Background: an optimization exercise with open tools, aiming at small area and a short achievable clock period. Do not read the settings as production practice.
RTL that was checked went through simulation tests only; none was proved equivalent to the original.
Power figures rest on the tool's default switching activity, not on a simulated workload.

==> flow/design.v <==
module spn_cu (
    input  logic        clk,
    input  logic        reset,            
    input  logic [1:0]  opcode,           
    input  logic [15:0] data_in,          
    input  logic [31:0] secret_key,       
    output logic [15:0] data_out,         
    output logic [1:0]  valid             
);
    function automatic logic [3:0] sbox(input logic [3:0] x);
        logic w;
        w = ~(x[1] ^ x[2]);
        sbox[0] = x[3] ^ (x[0] & w);
        sbox[1] = ~(x[0] ^ x[1]) ^ (x[3] & ((~x[0] & ~x[2]) | (x[1] & (x[0] ^ x[2]))));
        sbox[2] = x[2] ^ (x[0] & w & ~x[3]);
        sbox[3] = ~(x[0] ^ (x[2] & ~(x[0] & x[1])) ^ (x[3] & ~(x[0] ^ x[1])));
    endfunction
    function automatic logic [3:0] inv_sbox(input logic [3:0] x);
        inv_sbox[0] = ~(x[2] ^ x[3] ^ (x[0] & ~(x[1] ^ (x[2] & x[3]))));
        inv_sbox[1] = x[1] ^ x[2] ^ x[3] ^ (x[0] & (x[3] ? x[1] : x[2]));
        inv_sbox[2] = x[2] ^ (x[0] & ~x[3] & (x[1] ^ x[2]));
        inv_sbox[3] = (~(x[1] | x[2]) | (x[0] & x[1] & x[2])) ^ (x[3] & ~(x[0] ^ x[1] ^ x[2]));
    endfunction
    function automatic logic [15:0] s16(input logic [15:0] x);
        s16 = {sbox(x[15:12]), sbox(x[11:8]), sbox(x[7:4]), sbox(x[3:0])};
    endfunction
    function automatic logic [15:0] si16(input logic [15:0] x);
        si16 = {inv_sbox(x[15:12]), inv_sbox(x[11:8]), inv_sbox(x[7:4]), inv_sbox(x[3:0])};
    endfunction
    logic        st_idle, st_pe, st_pd, st_de, st_dd;
    logic [1:0]  vo;
    logic [15:0] d_reg, k_reg;
    logic [7:0]  x_reg;
    logic        err_in;
    logic [15:0] rk_a, a_enc, a_dec, b_enc, b_dec, a_next, b_next;
    assign err_in = st_idle && (opcode == 2'b11);
    assign st_de  = vo[0] && !vo[1];
    assign st_dd  = vo[1] && !vo[0];
    assign rk_a  = {secret_key[7:0], opcode[0] ? secret_key[23:16] : secret_key[31:24]};
    assign a_enc = s16(data_in ^ rk_a);
    assign a_dec = si16(data_in) ^ rk_a;
    assign a_next = opcode[1] ? {a_dec[1:0], a_dec[15:2]} : {a_enc[13:0], a_enc[15:14]};
    assign b_enc = s16(d_reg ^ k_reg);
    assign b_dec = si16(d_reg) ^ k_reg;
    assign b_next = st_pe ? {b_enc[13:0], b_enc[15:14]} : {b_dec[1:0], b_dec[15:2]};
    always_ff @(posedge clk or posedge reset) begin
        if (reset) begin
            st_idle <= 1'b1;
            st_pe   <= 1'b0;
            st_pd   <= 1'b0;
            vo      <= 2'b00;
        end else begin
            st_idle <= vo[0] | vo[1] | (st_idle && opcode == 2'b00);
            st_pe   <= st_idle && opcode == 2'b01;
            st_pd   <= st_idle && opcode == 2'b10;
            vo      <= {st_pd | err_in, st_pe | err_in};
        end
    end
    always_ff @(posedge clk) begin
        d_reg <= st_idle ? a_next : b_next;
        k_reg <= st_idle ? secret_key[15:0] : {k_reg[7:0], x_reg};
        x_reg <= opcode[0] ? secret_key[31:24] : secret_key[23:16];
    end
    assign data_out = ({16{st_de}} & b_enc) | ({16{st_dd}} & b_dec);
    assign valid    = vo | {err_in, err_in};
endmodule
export LEC_CHECK = 0
export CAP_MARGIN = 20
export CORE_MARGIN = 2
export CORE_UTILIZATION = 40
export PLACE_DENSITY = 0.6
export SLEW_MARGIN = 20
create_clock -name core_clock -period 5.5 [get_ports {clk}]
standard.sh (not shown) runs the stock make flow with config.mk's settings and CLKGATE_MAP_FILE= SYNTH_SCRIPT=/design/flow/synth_recipe.tcl, a recipe that flattens the netlist after the stock synthesis.
==> flow/flow/run.sh <==
#!/bin/bash
set -u
here=$(pwd)
sed "s#SYNTH_SCRIPT=[^ ]*#SYNTH_SCRIPT=$here/flow/my_synth.tcl#" standard.sh > my_standard.sh
export MY_ABC_SCRIPT=$here/flow/abc.scr
export FLOW_SYNTH_TCL=$here/synth_recipe.tcl
extra=()
if [[ -f flow/make_args ]]; then mapfile -t extra < flow/make_args; fi
bash my_standard.sh "BUFFER_PORTS_ARGS=-buffer_cell sky130_fd_sc_hd__buf_1" "ADDER_MAP_FILE=" "${extra[@]}" finish > standard.log 2>&1
==> flow/flow/abc.scr <==
strash; &get -n; &fraig -x; &put; scorr; dc2; strash; &get -n; &dch -f; &nf -R 1000 -C 32; &put
==> flow/flow/make_args <==
SETUP_SLACK_MARGIN=2.3
==> flow/flow/my_synth.tcl <==
# Run the standard flow's synthesis script, but map with the ABC script in MY_ABC_SCRIPT.
proc abc {args} {
  set i [lsearch -exact $args -script]
  if { $i >= 0 } { lset args [expr {$i + 1}] $::env(MY_ABC_SCRIPT) }
  yosys abc {*}$args
}
source $::env(FLOW_SYNTH_TCL)
Edit:
--- a/flow/design.v
+++ b/flow/design.v
@@ -34,14 +34,14 @@
     logic        err_in;
     logic [15:0] rk_a, a_enc, a_dec, b_enc, b_dec, a_next, b_next;
     assign err_in = st_idle && (opcode == 2'b11);
     assign st_de  = vo[0] && !vo[1];
     assign st_dd  = vo[1] && !vo[0];
-    assign rk_a  = {secret_key[7:0], opcode[0] ? secret_key[23:16] : secret_key[31:24]};
+    assign rk_a  = {secret_key[7:0], opcode[1] ? secret_key[31:24] : secret_key[23:16]};
     assign a_enc = s16(data_in ^ rk_a);
     assign a_dec = si16(data_in) ^ rk_a;
-    assign a_next = opcode[1] ? {a_dec[1:0], a_dec[15:2]} : {a_enc[13:0], a_enc[15:14]};
+    assign a_next = opcode[0] ? {a_enc[13:0], a_enc[15:14]} : {a_dec[1:0], a_dec[15:2]};
     assign b_enc = s16(d_reg ^ k_reg);
     assign b_dec = si16(d_reg) ^ k_reg;
     assign b_next = st_pe ? {b_enc[13:0], b_enc[15:14]} : {b_dec[1:0], b_dec[15:2]};
     always_ff @(posedge clk or posedge reset) begin
         if (reset) begin
Result: Setup slack improves by 0.093 ns; wire length goes up by a few percent; maximum frequency climbs by a few percent; global-route usage rises by 1.3 points; clock-buffer cell count drops by 1; final area is higher slightly; sequential power hardly moves; power goes up by a few percent; hold slack gets worse by 0.0087 ns; cell count goes up slightly; non-clock buffer count decreases by 1; sequential share of layout area shrinks by 0.40 points; die area stays flat.
No functional check of the RTL was part of the first run of this note.

## afterwards: timing with drivers on the ports
The results above use ideal ports. As a check the final layouts listed here were re-extracted and re-timed, cells and wires unchanged. Step 1 sets driving cells, clkbuf_16 on the clock port and buf_2 on the other inputs (assumed; they add their load-dependent delay and slew). Step 2 times the ports against the registers' clock, not the clock port: input delays grow and output delays shrink by t, the midpoint of the rising clock arrivals with the driver on. Slacks: ideal / step 1 / step 2; pairs: ideal / step 1.
run | shift t [ns] | slack for setup (ns) | clock arrival spread, ns
the first run | 0.330 | 2.341 / 2.312 / 2.293 | 0.008 / 0.008
the second run | 0.329 | 2.435 / 2.403 / 2.432 | 0.008 / 0.007
After both steps every run listed still meets setup and hold. The setup slack of the first run, which loses most, moves by -0.029 ns with the drivers and by -0.048 ns with both steps.
